From an optimization exercise on the open Yosys and OpenROAD flow, aimed at small area; shortcuts taken in it are not production practice.
Function was checked by simulation only, so behaviour that the tests miss may differ from the original.
Power and IR drop assume default switching activity. No driver is modelled on the clock port, so clocking that relies on it looks cheaper here than on a real chip.

## run A
==> flow/design.v (excerpt) <==
module ANITA3_simple_trigger( clk250_i,
										rst_i,
										L1_i,
										trig_o,
										scal_o,
										scal_L1_o,
										disable_i,
										refpulse_i,
										mon_scal_o,
										ant_mask_i,
										phi_mask_i,
										phi_o,
										count_o
										);
	input clk250_i;
	input rst_i;
	input [47:0] L1_i;
	input [31:0] ant_mask_i;
	input [31:0] phi_mask_i;
	output trig_o;
	output [31:0] phi_o;
	output [31:0] scal_o;
	output [31:0] scal_L1_o;
	input refpulse_i;
	output [31:0] mon_scal_o;
	output [7:0] count_o;
	input disable_i;
	wire [31:0] phi_n;
	wire [31:0] hold_n;
	wire [15:0] any_trig_next;
	ANITA3_simple_trigger_map u_map(.clk250_i(clk250_i),
											  .mask_i(ant_mask_i),
											  .L1_i(L1_i),
											  .V_pol_phi_n_o(phi_n[15:0]),
											  .H_pol_phi_n_o(phi_n[31:16]));
	reg [1:0] rst_d;
	always @(posedge clk250_i) rst_d <= {rst_d[0], rst_i};
	wire rst_hold = rst_i | rst_d[0] | rst_d[1];
	reg [4:0] rst_age;
	reg valid;
	always @(posedge clk250_i) begin
		if (rst_i) begin
			rst_age <= 5'd0;
			valid <= 1'b0;
		end else begin
			if (!valid) rst_age <= rst_age + 5'd1;
			if (rst_age == 5'd17) valid <= 1'b1;
		end
	end
	reg [15:0] V_pol_pat;
	reg [15:0] H_pol_pat;
	reg rf_trigger;
	reg any_rf_trigger;
	reg any_rf_next;
	reg [1:0] raw_rf_trigger;
	wire trigger_holdoff;
	reg [7:0] raw_rf_count;
	reg rf_count_flag;
	reg [7:0] rf_count;
	reg trig_disable;
	generate
		genvar p, j;
		for (p = 0; p < 2; p = p + 1) begin : POL
			for (j = 0; j < 8; j = j + 1) begin : PAIR
				srl_oneshot u_pair(.clk250_i(clk250_i),
										 .rst_i(rst_i),
										 .rst_hold_i(rst_hold),
										 .valid_i(valid),
										 .phi_n_i(phi_n[16*p+2*j +: 2]),
  ...
For scale: ~1600 flip-flops, about 250 I/O pins, ~0.037 mm^2 of cells after synthesis.
==> flow/config.mk <==
export PLATFORM = sky130hd
export DESIGN_NAME = ANITA3_simple_trigger
export DESIGN_NICKNAME = ANITA3_simple_trigger
export VERILOG_FILES = /design/flow/design.v
export SDC_FILE = /design/flow/constraint.sdc
export NUM_CORES = 4
export LEC_CHECK = 0
export CAP_MARGIN = 20
export CORE_MARGIN = 2
export CORE_UTILIZATION = 75
export PLACE_DENSITY = 0.85
export SLEW_MARGIN = 20
==> flow/constraint.sdc <==
create_clock -name core_clock -period 4.0 [get_ports {clk250_i}]
set_input_delay 0.8000 -clock core_clock [delete_from_list [all_inputs] [get_ports {clk250_i}]]
set_output_delay 0.8000 -clock core_clock [all_outputs]
set_load 0.01 [all_outputs]
standard.sh (not shown) runs the stock make flow with config.mk's settings and CLKGATE_MAP_FILE= SYNTH_SCRIPT=/design/flow/synth_recipe.tcl, a recipe that flattens the netlist after the stock synthesis.
==> flow/flow/run.sh <==
#!/bin/bash
set -euo pipefail
export BUFFER_PORTS_ARGS="-buffer_cell sky130_fd_sc_hd__buf_1"
export CTS_ARGS="-sink_clustering_enable -repair_clock_nets -dont_use_dummy_load -buf_list sky130_fd_sc_hd__clkbuf_8 -sink_clustering_size 20 -sink_clustering_max_diameter 60"

bash standard.sh finish > standard_make.log 2>&1
Input changes introduced in run B (baseline for comparison: run A):
- PLACE_DENSITY changed from 0.85 to 0.7
- CORE_UTILIZATION changed from 75 to 60
==> flow/flow/run.sh <==
#!/bin/bash
set -euo pipefail
export BUFFER_PORTS_ARGS="-buffer_cell sky130_fd_sc_hd__buf_1"
export CTS_ARGS="-sink_clustering_enable -repair_clock_nets -dont_use_dummy_load -buf_list sky130_fd_sc_hd__clkbuf_8 -sink_clustering_size 20 -sink_clustering_max_diameter 50"

bash standard.sh finish > standard_make.log 2>&1
--- outcome ---
- Run A has lower total power than run B.
- When the final numbers for run A and run B were put side by side, the total clock buffers created by CTS turned out to be smaller in run A.
- Run A → run B: highest clock frequency the design can meet shrank by about 0.45%, routed wire length per instance shrank by 16%, hold slack shrank by 0.024 ns, post-route met1 wirelength shrank by about 0.9%, final worst slack shrank by 0.010 ns.
- Via count of the first global-routing pass, run A and run B: larger value in run A
- Re detailed-routed wire length on met2: run B is 19% down on run A.
- Run B vs run A on global-route usage: run B is the lower one.
Setup changes, run B to run C
- swapping 0.7 for 0.85 in PLACE_DENSITY
- swapping 60 for 75 in CORE_UTILIZATION
==> flow/flow/run.sh <==
#!/bin/bash
set -euo pipefail
export BUFFER_PORTS_ARGS="-buffer_cell sky130_fd_sc_hd__buf_1"
export CTS_ARGS="-sink_clustering_enable -repair_clock_nets -dont_use_dummy_load -buf_list sky130_fd_sc_hd__clkbuf_8 -sink_clustering_size 18 -sink_clustering_max_diameter 60"

bash standard.sh finish > standard_make.log 2>&1
### Flow results
Run C does better than run B on die outline area. Data arrival time of the worst path ended up 0.02 ns lower on run C than on run B. Compared with run B, run C has extra setup slack. There was hardly any difference in setup skew after layout between run C and run B. Run B was carried through to the last stage, and its layout satisfied the timing, design-rule and antenna checks. Run C completed every stage of the flow, and the final layout passed the timing, design-rule and antenna checks. Cell area delta for run C relative to run B: about 0.6% lower. [diff] worst hold slack, run C relative to run B: improvement. Run C packs its core tighter than run B.
Setup changes, run C to run D
==> flow/flow/run.sh <==
#!/bin/bash
set -euo pipefail
export BUFFER_PORTS_ARGS="-buffer_cell sky130_fd_sc_hd__buf_1"
export CTS_ARGS="-sink_clustering_enable -repair_clock_nets -dont_use_dummy_load -buf_list sky130_fd_sc_hd__clkbuf_16 -sink_clustering_size 32 -sink_clustering_max_diameter 70"

bash standard.sh finish > standard_make.log 2>&1
==> comparison <==
From run C to run D the numbers moved as follows: post-route non-filler standard cell count went down 42, sequential share of layout area roughly the same.
Run D ended up with a higher tightest hold margin than run C did.
Cell area after layout delta (run C -> run D): insignificant
Power, run D vs run C: up slightly
Per the comparison of run D with run C, clock power share up 0.8 points; switching part of the total power down 0.38 points; number of vias per cell up 0.73%.

The RTL this note starts from:
==> flow/design.v <==
`timescale 1ns / 1ps
module srl_oneshot(
		input clk250_i,
		input rst_i,
		input valid_i,
		input trig_i,
		output hold_o,
		output scal_o
    );
	reg flag;
	reg [15:0] delay_line;
	always @(posedge clk250_i) begin
		if (rst_i) flag <= 1'b0;
		else if (trig_i) flag <= 1'b1;
		else if (delay_line[15] && valid_i) flag <= 1'b0;
		delay_line <= {delay_line[14:0],trig_i};
	end
	assign scal_o = flag;
	assign hold_o = delay_line[1];
endmodule
`timescale 1ns / 1ps
module srl_oneshot_with_ref(
		input clk250_i,
		input rst_i,
		input valid_i,
		input pulse_i,
		input trig_i,
		output mon_scal_o,
		output scal_o
    );
	reg mon_x;
	reg mon_edge;
	reg mon_flag;
	reg flag;
	reg [15:0] delay_line;
	reg [15:0] mon_delay_line;
	wire x = flag & pulse_i;
	always @(posedge clk250_i) begin
		if (rst_i) begin
			mon_edge <= 1'b0;
			mon_flag <= 1'b0;
			flag <= 1'b0;
		end else begin
			mon_edge <= x && !mon_x;
			if (mon_edge) mon_flag <= 1'b1;
			else if (mon_delay_line[15] && valid_i) mon_flag <= 1'b0;
			if (trig_i) flag <= 1'b1;
			else if (delay_line[15] && valid_i) flag <= 1'b0;
		end
		mon_x <= x;
		mon_delay_line <= {mon_delay_line[14:0],mon_edge};
		delay_line <= {delay_line[14:0],trig_i};
	end
	assign scal_o = flag;
	assign mon_scal_o = mon_flag;
endmodule
`timescale 1ns / 1ps
module ANITA3_trigger_holdoff(
		input clk250_i,
		input rst_i,
		input trig_i,
		output holdoff_o
    );
	reg holdoff_div_2;
	reg [3:0] holdoff_counter;
	wire [4:0] holdoff_counter_plus_one = holdoff_counter + 1;
	reg trigger_holdoff;
	reg clear_holdoff;
	always @(posedge clk250_i) begin
		if (rst_i) begin
			trigger_holdoff <= 0;
			holdoff_div_2 <= 0;
			holdoff_counter <= {4{1'b0}};
			clear_holdoff <= 0;
		end else begin
			if (clear_holdoff) trigger_holdoff <= 0;
			else if (trig_i) trigger_holdoff <= 1;
			if (!trigger_holdoff) holdoff_div_2 <= 0;
			else holdoff_div_2 <= ~holdoff_div_2;
			if (!trigger_holdoff) holdoff_counter <= {4{1'b0}};
			else if (holdoff_div_2) holdoff_counter <= holdoff_counter_plus_one;
			clear_holdoff <= holdoff_counter_plus_one[4];
		end
	end
	assign holdoff_o = trigger_holdoff;
endmodule
`timescale 1ns / 1ps
module ANITA3_simple_trigger_map(
		input clk250_i,
		input [47:0] L1_i,
		input [31:0] mask_i,
		output [15:0] V_pol_phi_o,
		output [15:0] H_pol_phi_o
    );
	wire [15:0] V_in;
	wire [15:0] H_in;
	assign V_in[0]  = L1_i[4*2+0];  assign V_in[4]  = L1_i[4*2+1];
	assign H_in[0]  = L1_i[4*2+2];  assign H_in[4]  = L1_i[4*2+3];
	assign V_in[2]  = L1_i[4*3+0];  assign V_in[6]  = L1_i[4*3+1];
	assign H_in[2]  = L1_i[4*3+2];  assign H_in[6]  = L1_i[4*3+3];
	assign V_in[1]  = L1_i[4*4+0];  assign V_in[5]  = L1_i[4*4+1];
	assign H_in[1]  = L1_i[4*4+2];  assign H_in[5]  = L1_i[4*4+3];
	assign V_in[3]  = L1_i[4*5+0];  assign V_in[7]  = L1_i[4*5+1];
	assign H_in[3]  = L1_i[4*5+2];  assign H_in[7]  = L1_i[4*5+3];
	assign V_in[15] = L1_i[4*6+0];  assign V_in[11] = L1_i[4*6+1];
	assign H_in[15] = L1_i[4*6+2];  assign H_in[11] = L1_i[4*6+3];
	assign V_in[13] = L1_i[4*7+0];  assign V_in[9]  = L1_i[4*7+1];
	assign H_in[13] = L1_i[4*7+2];  assign H_in[9]  = L1_i[4*7+3];
	assign V_in[14] = L1_i[4*8+0];  assign V_in[10] = L1_i[4*8+1];
	assign H_in[14] = L1_i[4*8+2];  assign H_in[10] = L1_i[4*8+3];
	assign V_in[12] = L1_i[4*9+0];  assign V_in[8]  = L1_i[4*9+1];
	assign H_in[12] = L1_i[4*9+2];  assign H_in[8]  = L1_i[4*9+3];
	reg [15:0] V_pol_phi_reg;
	reg [15:0] H_pol_phi_reg;
	reg [15:0] V_pol_phi_pipe;
	reg [15:0] H_pol_phi_pipe;
	always @(posedge clk250_i) begin
		V_pol_phi_reg <= V_in & ~mask_i[15:0];
		H_pol_phi_reg <= H_in & ~mask_i[31:16];
		V_pol_phi_pipe <= V_pol_phi_reg;
		H_pol_phi_pipe <= H_pol_phi_reg;
	end
	assign V_pol_phi_o = V_pol_phi_pipe;
	assign H_pol_phi_o = H_pol_phi_pipe;
endmodule
`timescale 1ns / 1ps
module ANITA3_simple_trigger( clk250_i,
										rst_i,
										L1_i,
										trig_o,
										scal_o,
										scal_L1_o,
										disable_i,
										refpulse_i,
										mon_scal_o,
										ant_mask_i,
										phi_mask_i,
										phi_o,
										count_o
										);
	input clk250_i;
	input rst_i;
	input [47:0] L1_i;
	input [31:0] ant_mask_i;
	input [31:0] phi_mask_i;
	output trig_o;
	output [31:0] phi_o;
	output [31:0] scal_o;
	output [31:0] scal_L1_o;
	input refpulse_i;
	output [31:0] mon_scal_o;
	output [7:0] count_o;
	input disable_i;
	wire [15:0] V_pol_phi;
	wire [15:0] H_pol_phi;
	wire [15:0] V_pol_hold;
	wire [15:0] H_pol_hold;
	ANITA3_simple_trigger_map u_map(.clk250_i(clk250_i),
											  .mask_i(ant_mask_i),
											  .L1_i(L1_i),
											  .V_pol_phi_o(V_pol_phi),
											  .H_pol_phi_o(H_pol_phi));
	reg [1:0] rst_d;
	always @(posedge clk250_i) rst_d <= {rst_d[0], rst_i};
	wire rst_hold = rst_i | rst_d[0] | rst_d[1];
	reg [4:0] rst_age;
	reg valid;
	always @(posedge clk250_i) begin
		if (rst_i) begin
			rst_age <= 5'd0;
			valid <= 1'b0;
		end else begin
			if (!valid) rst_age <= rst_age + 5'd1;
			if (rst_age == 5'd17) valid <= 1'b1;
		end
	end
	reg [15:0] V_pol_trig;
	reg [15:0] H_pol_trig;
	reg [15:0] V_pol_pat;
	reg [15:0] H_pol_pat;
	reg rf_trigger;
	reg any_rf_trigger;
	reg [1:0] raw_rf_trigger;
	wire trigger_holdoff;
	reg [7:0] raw_rf_count;
	reg rf_count_flag;
	reg [7:0] rf_count;
	reg trig_disable;
	generate
		genvar i;
		for (i=0;i<16;i=i+1) begin : RF_TRIG
			srl_oneshot l1v_scaler(.clk250_i(clk250_i),.rst_i(rst_hold),.valid_i(valid),.trig_i(V_pol_phi[i]),
													.hold_o(V_pol_hold[i]),.scal_o(scal_L1_o[i]));
			srl_oneshot l1h_scaler(.clk250_i(clk250_i),.rst_i(rst_hold),.valid_i(valid),.trig_i(H_pol_phi[i]),
													.hold_o(H_pol_hold[i]),.scal_o(scal_L1_o[16+i]));
			srl_oneshot_with_ref v_scaler(.clk250_i(clk250_i),.rst_i(rst_i),.valid_i(valid),.trig_i(V_pol_trig[i]),.pulse_i(refpulse_i),
													.scal_o(scal_o[i]), .mon_scal_o(mon_scal_o[i]));
			srl_oneshot_with_ref h_scaler(.clk250_i(clk250_i),.rst_i(rst_i),.valid_i(valid),.trig_i(H_pol_trig[i]),.pulse_i(refpulse_i),
													.scal_o(scal_o[16+i]), .mon_scal_o(mon_scal_o[16+i]));
			always @(posedge clk250_i) begin
				if (rst_hold) begin
					V_pol_trig[i] <= 1'b0;
					H_pol_trig[i] <= 1'b0;
				end else begin
					V_pol_trig[i] <= V_pol_phi[i] && V_pol_phi[(i+1)%16] && !phi_mask_i[i];
					H_pol_trig[i] <= H_pol_phi[i] && H_pol_phi[(i+1)%16] && !phi_mask_i[16+i];
				end
			end
		end
	endgenerate
	wire latch_pat = any_rf_trigger && !trigger_holdoff;
	wire pat_load = latch_pat & ~rst_i;
	wire pat_keep = ~latch_pat & ~rst_i;
	always @(posedge clk250_i) begin
		V_pol_pat <= (V_pol_hold & {16{pat_load}}) | (V_pol_pat & {16{pat_keep}});
		H_pol_pat <= (H_pol_hold & {16{pat_load}}) | (H_pol_pat & {16{pat_keep}});
	end
	always @(posedge clk250_i) begin
		if (rst_i) begin
			trig_disable <= 1'b0;
			any_rf_trigger <= 1'b0;
			rf_trigger <= 1'b0;
			raw_rf_trigger <= 2'b00;
			rf_count_flag <= 1'b0;
			raw_rf_count <= 8'd0;
			rf_count <= 8'd0;
		end else begin
			trig_disable <= disable_i;
			any_rf_trigger <= (|H_pol_trig) | (|V_pol_trig);
			rf_trigger <= latch_pat && !trig_disable;
			raw_rf_trigger <= {raw_rf_trigger[0],any_rf_trigger};
			rf_count_flag <= raw_rf_trigger[0] && !raw_rf_trigger[1];
			if (rf_count_flag) raw_rf_count <= raw_rf_count + 8'd1;
			if (rf_count_flag && trigger_holdoff) rf_count <= raw_rf_count;
		end
	end
	ANITA3_trigger_holdoff u_rf_holdoff(.clk250_i(clk250_i),
													.rst_i(rst_i),
													.trig_i(any_rf_trigger),
													.holdoff_o(trigger_holdoff));
	assign trig_o = rf_trigger;
	assign phi_o = {H_pol_pat,V_pol_pat};
	assign count_o = rf_count;
endmodule
clock: 4.0 ns
lec_check: 0
cap_margin: 20
core_margin: 2
core_utilization: 75
place_density: 0.85
slew_margin: 20
==> flow/flow/run.sh <==
#!/bin/bash
set -euo pipefail
export BUFFER_PORTS_ARGS="-buffer_cell sky130_fd_sc_hd__buf_1"
export CTS_ARGS="-sink_clustering_enable -repair_clock_nets -dont_use_dummy_load -buf_list sky130_fd_sc_hd__clkbuf_16 -sink_clustering_size 36 -sink_clustering_max_diameter 40"

bash standard.sh finish > standard_make.log 2>&1
The starting point completed with no timing, DRC or antenna violations.
Change:
==> flow/flow/run.sh (replaced) <==
#!/bin/bash
set -euo pipefail
export BUFFER_PORTS_ARGS="-buffer_cell sky130_fd_sc_hd__buf_1"
export CTS_ARGS="-sink_clustering_enable -repair_clock_nets -dont_use_dummy_load -buf_list sky130_fd_sc_hd__clkbuf_8 -sink_clustering_size 20 -sink_clustering_max_diameter 60"

bash standard.sh finish > standard_make.log 2>&1
- CORE_UTILIZATION: 75 -> 60
- PLACE_DENSITY: 0.85 -> 0.7
Via count drops by a little under a tenth.
Power drops by about a fifth.
Critical path depth stays the same.
Worst hold slack is worse by 0.014 ns.
Setup slack is better by 0.27 ns.
Register-to-register slack is better by 0.48 ns.
Clock skew climbs by 0.020 ns.
Fmax climbs by roughly a tenth.
Cell count climbs by a few percent.
Wire length drops by a quarter to a third.
Sequential share of layout area climbs by 3.3 points.
Change:
==> flow/flow/run.sh (replaced) <==
#!/bin/bash
set -euo pipefail
export BUFFER_PORTS_ARGS="-buffer_cell sky130_fd_sc_hd__buf_1"
export CTS_ARGS="-sink_clustering_enable -repair_clock_nets -dont_use_dummy_load -buf_list sky130_fd_sc_hd__clkbuf_8 -sink_clustering_size 22 -sink_clustering_max_diameter 60"

bash standard.sh finish > standard_make.log 2>&1
- CORE_UTILIZATION: 60 -> 40
- PLACE_DENSITY: 0.7 -> not set
Effect: Maximum frequency fell by about 5.6%; design area is higher by about 1.6%; cell count rose by 13%; clock skew climbs by 0.036 ns; area after synthesis stays the same; routed wire length rises by about 6%; non-clock buffer count came out lower by 1; die area increases by about 50%; clock-buffer cell count went up by 8; synthesized cell count is unchanged; flip-flop and latch count is unchanged.
Change:
==> flow/flow/run.sh (replaced) <==
#!/bin/bash
set -euo pipefail
export BUFFER_PORTS_ARGS="-buffer_cell sky130_fd_sc_hd__buf_1"
export CTS_ARGS="-sink_clustering_enable -repair_clock_nets -dont_use_dummy_load -buf_list sky130_fd_sc_hd__clkbuf_8 -sink_clustering_size 24 -sink_clustering_max_diameter 40"

bash standard.sh finish > standard_make.log 2>&1
- CORE_UTILIZATION: 40 -> 60
- PLACE_DENSITY: not set -> 0.7
Setup slack improves by 0.083 ns.
Design area fell by 0.42%.
Count of clock-buffer cells in the layout goes up by 29.
Clock skew shrinks by 0.013 ns.
Area after synthesis does not change.
Flip-flop and latch count stays the same.
Routed wire length drops by 4.4%.
Clock power grows by 9.4%.
Via count rose by 2.5%.

==> re-timing with driven ports <==
Ports are ideal in the flow. The routed layouts listed here were re-timed in OpenROAD.
Step 1 assumes that a clkbuf_16 drives the clock port and a buf_2 every other input.
Step 2 adds t to the input delays and takes it off the output delays; t is the mean of the earliest and latest rising clock arrival at the registers after step 1. Input paths then give back, and output paths get back, about the clock's delay inside the block.
Three values: no drivers, after step 1, after step 2; two values: the first two.
| run | t, ns | setup WS [ns] | worst register clock-pin slew, ns |
|---|---|---|---|
| run A | 0.742 | 1.704 / 1.643 / 1.046 | 0.12 / 0.12 |
| run B | 0.737 | 1.694 / 1.638 / 1.260 | 0.11 / 0.11 |
| run C | 0.744 | 1.710 / 1.653 / 1.160 | 0.11 / 0.11 |
| run D | 0.701 | 1.672 / 1.649 / 0.995 | 0.12 / 0.12 |
| the first run of note 2 | 0.768 | 1.598 / 1.535 / 1.083 | 0.10 / 0.10 |
| the second run of note 2 | 0.749 | 1.863 / 1.803 / 1.476 | 0.11 / 0.11 |
| the third run of note 2 | 0.781 | 1.736 / 1.678 / 1.410 | 0.12 / 0.12 |
| the fourth run of note 2 | 0.803 | 1.819 / 1.759 / 1.474 | 0.12 / 0.12 |
After both steps every run listed still meets setup and hold. The setup slack of run D, which loses most, moves by -0.023 ns with the drivers and by -0.677 ns with both steps.
